Context: an optimization exercise on an open-source flow, tuned for small area and a short achievable clock period. The choices shown serve that exercise and are no tape-out recipe. In this exercise RTL edits were held to simulation tests only and were not proved equivalent to the original.

File: run.sh
#!/bin/bash
# synth_recipe.tcl (not shown) runs the flow's synth.tcl, then flattens the netlist and writes it again
# the make line also repeats each setting of config.mk as NAME=value (left out here)
make -C /OpenROAD-flow-scripts/flow DESIGN_CONFIG=/design/flow/config.mk WORK_HOME=/design/flow/orfs CLKGATE_MAP_FILE= SYNTH_SCRIPT=/design/flow/synth_recipe.tcl finish
File: config.mk
export PLATFORM = sky130hd
export DESIGN_NAME = fdiv_stream
export DESIGN_NICKNAME = fdiv_stream
export VERILOG_FILES = /design/flow/design.v
export SDC_FILE = /design/flow/constraint.sdc
export NUM_CORES = 4
export LEC_CHECK = 0
export CAP_MARGIN = 20
export CORE_MARGIN = 2
export CORE_UTILIZATION = 40
export SLEW_MARGIN = 20
File: constraint.sdc
create_clock -name core_clock -period 170.0 [get_ports {clk}]
set_input_delay 34.0000 -clock core_clock [delete_from_list [all_inputs] [get_ports {clk}]]
set_output_delay 34.0000 -clock core_clock [all_outputs]
set_load 0.01 [all_outputs]
File: design.v
`default_nettype none
module fdiv (
  input  wire [31:0] x1,
  input  wire [31:0] x2,
  output wire [31:0]  y
);
  wire        s1 = x1[31:31];
  wire        s2 = x2[31:31];
  wire [ 7:0] e1 = x1[30:23];
  wire [ 7:0] e2 = x2[30:23];
  wire [23:0] m1 =(e1==0) ? {1'b0,x1[22:0]} : {1'b1,x1[22:0]};
  wire [23:0] m2 =(e2==0) ? {1'b0,x2[22:0]} : {1'b1,x2[22:0]};
  wire [47:0] dividend = {m1,24'b0};  
  wire [23:0] divisor  =  m2       ;  
  wire [47:0] q        ;  
  wire [47:0] q_rounded;  
  wire [47:0] r [48]   ;  
  wire signed [ 7:0] e_offset;   
  wire signed [ 8:0] e_crude ;   
  wire               inf;        
  wire               dnm;        
  wire        [ 8:0] dnm_rshift; 
  assign y[31:31] = s1 ^ s2;
  assign y[30:23] =
    (dnm) ?   0 :
    (inf) ? 255 : e_crude[7:0];
  assign y[22: 0] =
    (inf)            ? 0 :
    (dnm)            ? 0 :
    (e_offset == 23) ? q_rounded[46:24]:
    (e_offset == 22) ? q_rounded[45:23]:
    (e_offset == 21) ? q_rounded[44:22]:
    (e_offset == 20) ? q_rounded[43:21]:
    (e_offset == 19) ? q_rounded[42:20]:
    (e_offset == 18) ? q_rounded[41:19]:
    (e_offset == 17) ? q_rounded[40:18]:
    (e_offset == 16) ? q_rounded[39:17]:
    (e_offset == 15) ? q_rounded[38:16]:
    (e_offset == 14) ? q_rounded[37:15]:
    (e_offset == 13) ? q_rounded[36:14]:
    (e_offset == 12) ? q_rounded[35:13]:
    (e_offset == 11) ? q_rounded[34:12]:
    (e_offset == 10) ? q_rounded[33:11]:
    (e_offset ==  9) ? q_rounded[32:10]:
    (e_offset ==  8) ? q_rounded[31: 9]:
    (e_offset ==  7) ? q_rounded[30: 8]:
    (e_offset ==  6) ? q_rounded[29: 7]:
    (e_offset ==  5) ? q_rounded[28: 6]:
    (e_offset ==  4) ? q_rounded[27: 5]:
    (e_offset ==  3) ? q_rounded[26: 4]:
    (e_offset ==  2) ? q_rounded[25: 3]:
    (e_offset ==  1) ? q_rounded[24: 2]:
    (e_offset ==  0) ? q_rounded[23: 1]:
    (e_offset == -1) ? q_rounded[22: 0]:
    (e_offset == -2) ?{q_rounded[21: 0], 1'b0}:
    (e_offset == -3) ?{q_rounded[20: 0], 2'b0}:
    (e_offset == -4) ?{q_rounded[19: 0], 3'b0}:
    (e_offset == -5) ?{q_rounded[18: 0], 4'b0}:
    (e_offset == -6) ?{q_rounded[17: 0], 5'b0}:
    (e_offset == -7) ?{q_rounded[16: 0], 6'b0}:
    (e_offset == -8) ?{q_rounded[15: 0], 7'b0}:
    (e_offset == -9) ?{q_rounded[14: 0], 8'b0}:
    (e_offset ==-10) ?{q_rounded[13: 0], 9'b0}:
    (e_offset ==-11) ?{q_rounded[12: 0],10'b0}:
    (e_offset ==-12) ?{q_rounded[11: 0],11'b0}:
    (e_offset ==-13) ?{q_rounded[10: 0],12'b0}:
    (e_offset ==-14) ?{q_rounded[ 9: 0],13'b0}:
    (e_offset ==-15) ?{q_rounded[ 8: 0],14'b0}:
    (e_offset ==-16) ?{q_rounded[ 7: 0],15'b0}:
    (e_offset ==-17) ?{q_rounded[ 6: 0],16'b0}:
    (e_offset ==-18) ?{q_rounded[ 5: 0],17'b0}:
    (e_offset ==-19) ?{q_rounded[ 4: 0],18'b0}:
    (e_offset ==-20) ?{q_rounded[ 3: 0],19'b0}:
    (e_offset ==-21) ?{q_rounded[ 2: 0],20'b0}:
    (e_offset ==-22) ?{q_rounded[ 1: 0],21'b0}:
    (e_offset ==-23) ?{q_rounded[ 0: 0],22'b0}: 0;
  assign e_offset =
    (q_rounded[47:47])? 23:
    (q_rounded[46:46])? 22:
    (q_rounded[45:45])? 21:
    (q_rounded[44:44])? 20:
    (q_rounded[43:43])? 19:
    (q_rounded[42:42])? 18:
    (q_rounded[41:41])? 17:
    (q_rounded[40:40])? 16:
    (q_rounded[39:39])? 15:
    (q_rounded[38:38])? 14:
    (q_rounded[37:37])? 13:
    (q_rounded[36:36])? 12:
    (q_rounded[35:35])? 11:
    (q_rounded[34:34])? 10:
    (q_rounded[33:33])?  9:
    (q_rounded[32:32])?  8:
    (q_rounded[31:31])?  7:
    (q_rounded[30:30])?  6:
    (q_rounded[29:29])?  5:
    (q_rounded[28:28])?  4:
    (q_rounded[27:27])?  3:
    (q_rounded[26:26])?  2:
    (q_rounded[25:25])?  1:
    (q_rounded[24:24])?  0:
    (q_rounded[23:23])? -1:
    (q_rounded[22:22])? -2:
    (q_rounded[21:21])? -3:
    (q_rounded[20:20])? -4:
    (q_rounded[19:19])? -5:
    (q_rounded[18:18])? -6:
    (q_rounded[17:17])? -7:
    (q_rounded[16:16])? -8:
    (q_rounded[15:15])? -9:
    (q_rounded[14:14])?-10:
    (q_rounded[13:13])?-11:
    (q_rounded[12:12])?-12:
    (q_rounded[11:11])?-13:
    (q_rounded[10:10])?-14:
    (q_rounded[ 9: 9])?-15:
    (q_rounded[ 8: 8])?-16:
    (q_rounded[ 7: 7])?-17:
    (q_rounded[ 6: 6])?-18:
    (q_rounded[ 5: 5])?-19:
    (q_rounded[ 4: 4])?-20:
    (q_rounded[ 3: 3])?-21:
    (q_rounded[ 2: 2])?-22:
    (q_rounded[ 1: 1])?-23: -24;
  assign e_crude    = signed'({1'b0,e1})-signed'({1'b0,e2})+9'(e_offset)+9'(signed'(127));
  assign inf        = (e_crude >= 255);
  assign dnm        = (e_crude <=   0);
  assign dnm_rshift = (dnm) ? ~(e_crude) : 0;  
  assign r[47]    = (71'(dividend) >= {divisor,47'b0}) ? dividend-{divisor[0:0],47'b0}:dividend;
  assign r[46]    = (70'(r[47]) >= {divisor,46'b0}) ? r[47]-{divisor[ 1:0],46'b0}:r[47];
  assign r[45]    = (69'(r[46]) >= {divisor,45'b0}) ? r[46]-{divisor[ 2:0],45'b0}:r[46];
  assign r[44]    = (68'(r[45]) >= {divisor,44'b0}) ? r[45]-{divisor[ 3:0],44'b0}:r[45];
  assign r[43]    = (67'(r[44]) >= {divisor,43'b0}) ? r[44]-{divisor[ 4:0],43'b0}:r[44];
  assign r[42]    = (66'(r[43]) >= {divisor,42'b0}) ? r[43]-{divisor[ 5:0],42'b0}:r[43];
  assign r[41]    = (65'(r[42]) >= {divisor,41'b0}) ? r[42]-{divisor[ 6:0],41'b0}:r[42];
  assign r[40]    = (64'(r[41]) >= {divisor,40'b0}) ? r[41]-{divisor[ 7:0],40'b0}:r[41];
  assign r[39]    = (63'(r[40]) >= {divisor,39'b0}) ? r[40]-{divisor[ 8:0],39'b0}:r[40];
  assign r[38]    = (62'(r[39]) >= {divisor,38'b0}) ? r[39]-{divisor[ 9:0],38'b0}:r[39];
  assign r[37]    = (61'(r[38]) >= {divisor,37'b0}) ? r[38]-{divisor[10:0],37'b0}:r[38];
  assign r[36]    = (60'(r[37]) >= {divisor,36'b0}) ? r[37]-{divisor[11:0],36'b0}:r[37];
  assign r[35]    = (59'(r[36]) >= {divisor,35'b0}) ? r[36]-{divisor[12:0],35'b0}:r[36];
  assign r[34]    = (58'(r[35]) >= {divisor,34'b0}) ? r[35]-{divisor[13:0],34'b0}:r[35];
  assign r[33]    = (57'(r[34]) >= {divisor,33'b0}) ? r[34]-{divisor[14:0],33'b0}:r[34];
  assign r[32]    = (56'(r[33]) >= {divisor,32'b0}) ? r[33]-{divisor[15:0],32'b0}:r[33];
  assign r[31]    = (55'(r[32]) >= {divisor,31'b0}) ? r[32]-{divisor[16:0],31'b0}:r[32];
  assign r[30]    = (54'(r[31]) >= {divisor,30'b0}) ? r[31]-{divisor[17:0],30'b0}:r[31];
  assign r[29]    = (53'(r[30]) >= {divisor,29'b0}) ? r[30]-{divisor[18:0],29'b0}:r[30];
  assign r[28]    = (52'(r[29]) >= {divisor,28'b0}) ? r[29]-{divisor[19:0],28'b0}:r[29];
  assign r[27]    = (51'(r[28]) >= {divisor,27'b0}) ? r[28]-{divisor[20:0],27'b0}:r[28];
  assign r[26]    = (50'(r[27]) >= {divisor,26'b0}) ? r[27]-{divisor[21:0],26'b0}:r[27];
  assign r[25]    = (49'(r[26]) >= {divisor,25'b0}) ? r[26]-{divisor[22:0],25'b0}:r[26];
  assign r[24]    = (    r[25]  >= {divisor,24'b0}) ? r[25]-{divisor[23:0],24'b0}:r[25];
  assign r[23]    = (r[24] >= 48'({divisor,23'b0})) ? r[24]-48'({divisor,23'b0}):r[24];
  assign r[22]    = (r[23] >= 48'({divisor,22'b0})) ? r[23]-48'({divisor,22'b0}):r[23];
  assign r[21]    = (r[22] >= 48'({divisor,21'b0})) ? r[22]-48'({divisor,21'b0}):r[22];
  assign r[20]    = (r[21] >= 48'({divisor,20'b0})) ? r[21]-48'({divisor,20'b0}):r[21];
  assign r[19]    = (r[20] >= 48'({divisor,19'b0})) ? r[20]-48'({divisor,19'b0}):r[20];
  assign r[18]    = (r[19] >= 48'({divisor,18'b0})) ? r[19]-48'({divisor,18'b0}):r[19];
  assign r[17]    = (r[18] >= 48'({divisor,17'b0})) ? r[18]-48'({divisor,17'b0}):r[18];
  assign r[16]    = (r[17] >= 48'({divisor,16'b0})) ? r[17]-48'({divisor,16'b0}):r[17];
  assign r[15]    = (r[16] >= 48'({divisor,15'b0})) ? r[16]-48'({divisor,15'b0}):r[16];
  assign r[14]    = (r[15] >= 48'({divisor,14'b0})) ? r[15]-48'({divisor,14'b0}):r[15];
  assign r[13]    = (r[14] >= 48'({divisor,13'b0})) ? r[14]-48'({divisor,13'b0}):r[14];
  assign r[12]    = (r[13] >= 48'({divisor,12'b0})) ? r[13]-48'({divisor,12'b0}):r[13];
  assign r[11]    = (r[12] >= 48'({divisor,11'b0})) ? r[12]-48'({divisor,11'b0}):r[12];
  assign r[10]    = (r[11] >= 48'({divisor,10'b0})) ? r[11]-48'({divisor,10'b0}):r[11];
  assign r[ 9]    = (r[10] >= 48'({divisor, 9'b0})) ? r[10]-48'({divisor, 9'b0}):r[10];
  assign r[ 8]    = (r[ 9] >= 48'({divisor, 8'b0})) ? r[ 9]-48'({divisor, 8'b0}):r[ 9];
  assign r[ 7]    = (r[ 8] >= 48'({divisor, 7'b0})) ? r[ 8]-48'({divisor, 7'b0}):r[ 8];
  assign r[ 6]    = (r[ 7] >= 48'({divisor, 6'b0})) ? r[ 7]-48'({divisor, 6'b0}):r[ 7];
  assign r[ 5]    = (r[ 6] >= 48'({divisor, 5'b0})) ? r[ 6]-48'({divisor, 5'b0}):r[ 6];
  assign r[ 4]    = (r[ 5] >= 48'({divisor, 4'b0})) ? r[ 5]-48'({divisor, 4'b0}):r[ 5];
  assign r[ 3]    = (r[ 4] >= 48'({divisor, 3'b0})) ? r[ 4]-48'({divisor, 3'b0}):r[ 4];
  assign r[ 2]    = (r[ 3] >= 48'({divisor, 2'b0})) ? r[ 3]-48'({divisor, 2'b0}):r[ 3];
  assign r[ 1]    = (r[ 2] >= 48'({divisor, 1'b0})) ? r[ 2]-48'({divisor, 1'b0}):r[ 2];
  assign r[ 0]    = (r[ 1] >= 48'( divisor       )) ? r[ 1]-48'( divisor       ):r[ 1];
  assign q[47] = (71'(dividend) >= 71'({divisor,47'b0}));
  assign q[46] = (70'(r[47]) >= 70'({divisor,46'b0}));
  assign q[45] = (69'(r[46]) >= 69'({divisor,45'b0}));
  assign q[44] = (68'(r[45]) >= 68'({divisor,44'b0}));
  assign q[43] = (67'(r[44]) >= {divisor,43'b0});
  assign q[42] = (66'(r[43]) >= {divisor,42'b0});
  assign q[41] = (65'(r[42]) >= {divisor,41'b0});
  assign q[40] = (64'(r[41]) >= {divisor,40'b0});
  assign q[39] = (63'(r[40]) >= {divisor,39'b0});
  assign q[38] = (62'(r[39]) >= {divisor,38'b0});
  assign q[37] = (61'(r[38]) >= {divisor,37'b0});
  assign q[36] = (60'(r[37]) >= {divisor,36'b0});
  assign q[35] = (59'(r[36]) >= {divisor,35'b0});
  assign q[34] = (58'(r[35]) >= {divisor,34'b0});
  assign q[33] = (57'(r[34]) >= {divisor,33'b0});
  assign q[32] = (56'(r[33]) >= {divisor,32'b0});
  assign q[31] = (55'(r[32]) >= {divisor,31'b0});
  assign q[30] = (54'(r[31]) >= {divisor,30'b0});
  assign q[29] = (53'(r[30]) >= {divisor,29'b0});
  assign q[28] = (52'(r[29]) >= {divisor,28'b0});
  assign q[27] = (51'(r[28]) >= {divisor,27'b0});
  assign q[26] = (50'(r[27]) >= {divisor,26'b0});
  assign q[25] = (49'(r[26]) >= {divisor,25'b0});
  assign q[24] = (    r[25] >= {divisor,24'b0});
  assign q[23] = (    r[24] >= 48'({divisor,23'b0}));
  assign q[22] = (    r[23] >= 48'({divisor,22'b0}));
  assign q[21] = (    r[22] >= 48'({divisor,21'b0}));
  assign q[20] = (    r[21] >= 48'({divisor,20'b0}));
  assign q[19] = (    r[20] >= 48'({divisor,19'b0}));
  assign q[18] = (    r[19] >= 48'({divisor,18'b0}));
  assign q[17] = (    r[18] >= 48'({divisor,17'b0}));
  assign q[16] = (    r[17] >= 48'({divisor,16'b0}));
  assign q[15] = (    r[16] >= 48'({divisor,15'b0}));
  assign q[14] = (    r[15] >= 48'({divisor,14'b0}));
  assign q[13] = (    r[14] >= 48'({divisor,13'b0}));
  assign q[12] = (    r[13] >= 48'({divisor,12'b0}));
  assign q[11] = (    r[12] >= 48'({divisor,11'b0}));
  assign q[10] = (    r[11] >= 48'({divisor,10'b0}));
  assign q[ 9] = (    r[10] >= 48'({divisor, 9'b0}));
  assign q[ 8] = (    r[ 9] >= 48'({divisor, 8'b0}));
  assign q[ 7] = (    r[ 8] >= 48'({divisor, 7'b0}));
  assign q[ 6] = (    r[ 7] >= 48'({divisor, 6'b0}));
  assign q[ 5] = (    r[ 6] >= 48'({divisor, 5'b0}));
  assign q[ 4] = (    r[ 5] >= 48'({divisor, 4'b0}));
  assign q[ 3] = (    r[ 4] >= 48'({divisor, 3'b0}));
  assign q[ 2] = (    r[ 3] >= 48'({divisor, 2'b0}));
  assign q[ 1] = (    r[ 2] >= 48'({divisor, 1'b0}));
  assign q[ 0] = (    r[ 1] >= 48'( divisor       ));
  assign q_rounded=({r[0],1'b0} >= divisor) ? q+1:q;  
endmodule
`default_nettype wire
module fdiv_stream (
    input wire clk,
    input wire rstn,
    input wire in_valid,
    input wire [31:0] in_x1,
    input wire [31:0] in_x2,
    output reg out_valid,
    output reg [31:0] out_y );
    reg v_q;
    reg [31:0] x1_q;
    reg [31:0] x2_q;
    wire [31:0] y;
    fdiv fdiv0 (
        .x1(x1_q),
        .x2(x2_q),
        .y(y)
    );
    always @(posedge clk) begin
        if (~rstn) begin
            v_q <= 1'b0;
            out_valid <= 1'b0;
        end else begin
            v_q <= in_valid;
            out_valid <= v_q;
        end
        x1_q <= in_x1;
        x2_q <= in_x2;
        out_y <= y;
    end
endmodule
==> results.toml <==
[power]
power_frac_clock_pct = 0
power_frac_seq_pct = 0
p_int_w = 0.168
p_comb_w = 0.422
power_density_mw_per_mm2 = 4500
p_leak_nw = 39.2
power_frac_comb_pct = 100.0
p_clk_w = 0.0000247
power_w = 0.422
ir_drop_mv = 4.37
p_sw_share_pct = 60.2
power.switching_w = 0.254
seq-power_w = 0.000130
largestPowerGroup = "combinational cells"

[floorplanning]
start_util_pct = 40.3
die_y_microns = 453
rows = 164
die_area_sq_mm = 0.205
die_w_microns = 453
coreArea_sq_mm = 0.200
io_pins = 100

[clock_tree]
h-tree-depth = 3
cts_buffers = 9
cts_buffer_depth = 2
cts-root-buf = "clkbuf_16"
clock_latency_ns = 0.44
postCtsHoldBufs = 0
clk_pin_slew_ns = 0.08
cts_tree = "built"
cts_sinks = 98

[global_route]
grt_max_degree = 64
grtUsageTotal_pct = 34.3
antenna_found_initial = 13
grtUsageMet1_pct = 47.6
grt.met3_usage_pct = 5.02
grt_util_met2_pct = 53.8
grt_pass1_vias = 89400
busiest_layer = "met2"
grt_pass1_wl_microns = 556000
overflow = 0

[cells_and_area]
fill_cells = 20600
nets = 13300
area_growth_pct = 16.2
multi_input_area_sq_mm = 0.0779
fin_util_pct = 46.9
seq_area_sq_mm = 0.00198
finish.instance_area_sq_mm = 0.0938
layout-drive-gt1-share_pct = 19.9

[place]
dp_hpwl_microns = 295000
pre_cts_ws_ns = -2.85
post_dp_cell_area_sq_mm = 0.0874
place.gp.congestion = 1.06
port_buffers = 99

[critical_path]
cp_top_family = "compound AO/OA/AOI/OAI gates"
critPathRequiredTime_ns = 170.35
arrival_ns = 162.18
rrSetupSlack_ns = 8.16
worstSetupStartpoint = "x1_q[24]$_DFF_P_"
crit_top_cell = "a21o_1"
reg2reg_from = "x1_q[24]$_DFF_P_"
path_buf_inv = 57
r2r_cells = 898
worst-path-stages = 907
startpoint_type = "flip-flop"
critPathCapture = "out_y[6]$_SDFF_PP0_"
cp_slowest_cell = "or4_4"
criticalPathCategory = "flip-flop to flip-flop"
cp-end-kind = "flip-flop"
crit_path_max_incr_delay_ns = 0.61
r2r-end = "out_y[6]$_SDFF_PP0_"
crit_fanout = 25

[synth]
muxShareOfSynthArea_pct = 3.31
yosysTopAreaCell = "ha_1"
syn-cell-area_sq_mm = 0.0807
synth-edff-count = 0
synth-simple-area-share_pct = 27.9
ys_seq_area_share_pct = 2.43
synth-adder-area-share_pct = 14.6
synth_compound_area_share_pct = 36.8
synth_area_per_cell_sq_um = 6.87
ys.warnings.count = 2
synthXorXnorAreaFrac_pct = 8.90
ys_seq_elements = 98
yosysTopAreaCellShare_pct = 13.8
synthTopCellsByArea = "ha_1 (14%), a21oi_1 (7.5%), xnor2_1 (6.1%)"
synth_nets = 12700
synth_top_family_by_area = "compound AO/OA/AOI/OAI gates"
async_flop_share_pct = 0
ys_types = 207
synthFlopType = "dfxtp_1"
syn_inst = 11700

[route]
first_iter_violations = 9931
wirelength_microns = 378000
wl_per_cell_microns = 25.3
drtAntennaViolNets = 0
via_per_inst = 6.49
firstDrtPassIters = 8
vias = 97000
drc = 0

[sta]
worstMarginPinSlew_ns = 1.35
post-route-period-util_pct = 95.2
setup_tns_ns = 0
maxSlewHeadroom_pct = 9.15
skew_ns = 0.0352
timing_hold_violations_final = 0
setup_ws_ns = 8.16
period_minus_slack_ns = 161.84
fmax_ghz = 0.00618
rsz0062_at_grt = "true"
finalSetupViolCount = 0
report.final.slew_viol_count = 0

[worst_hold_path]
hp-start = "x1_q[31]$_DFF_P_"
worstHoldEndpoint = "out_y[31]$_DFF_P_"
hold_path_depth = 1
hold_path.class = "flip-flop to flip-flop"

[job]
maxCapViolCount = 0

[outcome]
outcome = "no timing/DRC/antenna violations"
area by class of cell:
cell class	count	share of cell area, %
multi-input cells	10700	83.0
repair buffers	1048	9.13
well taps	2656	3.54
flip-flops and latches	98	2.11
inverters	446	1.81
clock buffers	10	0.267
clock inverters	6	0.0747
diodes	7	0.0187
cells by family after synthesis:
logic type      after synthesis
compound gates             4365
xor+xnor                    801
fa+ha+maj                   925
buf+inv                     969
flops                        98
mux                         243
simple gates               4345
registers in the layout, indices dropped and copies added (netlist names):
signal and count:
x2_q 32, x1_q 32, v_q 1, out_y 32, out_valid 1
synthesized netlist by cell type, types with 39 or more instances:
master	number
a21o_1	479
nor2_1	1279
o211ai_1	107
nor3_1	393
nand2_1	857
and3_1	79
nor4_1	90
o21ai_1	68
mux2i_1	86
o31a_1	40
ha_1	892
nand2b_1	204
dfxtp_1	98
nand3_1	346
buf_2	41
buf_6	55
xnor2_1	558
o21ai_0	748
nand4_1	186
or3_1	94
clkbuf_1	291
a211oi_1	126
inv_1	437
buf_1	44
a31oi_1	134
and2_1	92
o21bai_1	93
o221ai_1	51
nor2b_1	108
xor2_1	222
a21boi_0	45
a221oi_1	40
a21oi_1	1210
o31ai_1	103
o22ai_1	41
or2_2	127
clkbuf_8	59
o21a_1	314
o2111ai_1	68
mux2_2	148
a211o_1	39
metal layers:
layer  part of all wire [%]  up-vias
met5                  0.011        -
met4                    4.0        6
met3                    8.6      747
met2                     43     4503
met1                     44    46400
li1                       -    45300
layout by cell type (no fill, tap or decap), types with 127 or more instances in the layout:
cell type  instances
xnor2_1          547
nor2_1          1242
ha_1             816
mux2_2           146
or2_2            127
xor2_1           219
buf_4            887
o21ai_0          612
inv_1            413
nand2b_1         198
a21oi_1         1120
nand3_1          336
nand2_1          836
a21o_1           475
o21a_1           311
nor3_1           357
nand4_1          186
o21ai_1          151
through the flow:
step | std cells | hold WS (ns)
final | 15000 | 0.428
after global routing | 15000 | 0.437
after CTS | 14700 | 0.433
after detailed placement | 14600 | 0.420
after global placement | 14600 | 0.418
after floorplan | 11700 | 0.406
what timing repair did:
action,CTS,global route
endpoints found under the hold margin,0,0
gates resized for setup,61,818
pin swaps,7,288
cloned,0,12
buffers inserted,12,273
endpoints found under the setup margin,31,31

[what the ideal ports hide]
In the flow no input, the clock included, has a driving cell. The finished layout below was timed again as built, in two steps. Step 1 (the two cells are an assumption about what drives the block):
set clk [get_ports {clk}]
set_driving_cell -lib_cell sky130_fd_sc_hd__clkbuf_16 $clk
set_driving_cell -lib_cell sky130_fd_sc_hd__buf_2 [delete_from_list [all_inputs] $clk]
Step 2 times the ports against the registers' clock, not the clock port: input delays grow and output delays shrink by t, the midpoint of the rising clock arrivals with the driver on. a / b / c = ideal / step 1 / step 2; a / b = the first two.
shift t [ns]: 0.492
setup slack, ns: 8.163 / 8.163 / 8.163
worst register clock-pin slew, ns: 0.11 / 0.11
cell pins on the clock port's net: 1
After both steps setup and hold are still met in this run. The setup slack of this run moves by 0.000 ns with the drivers and by 0.000 ns with both steps.
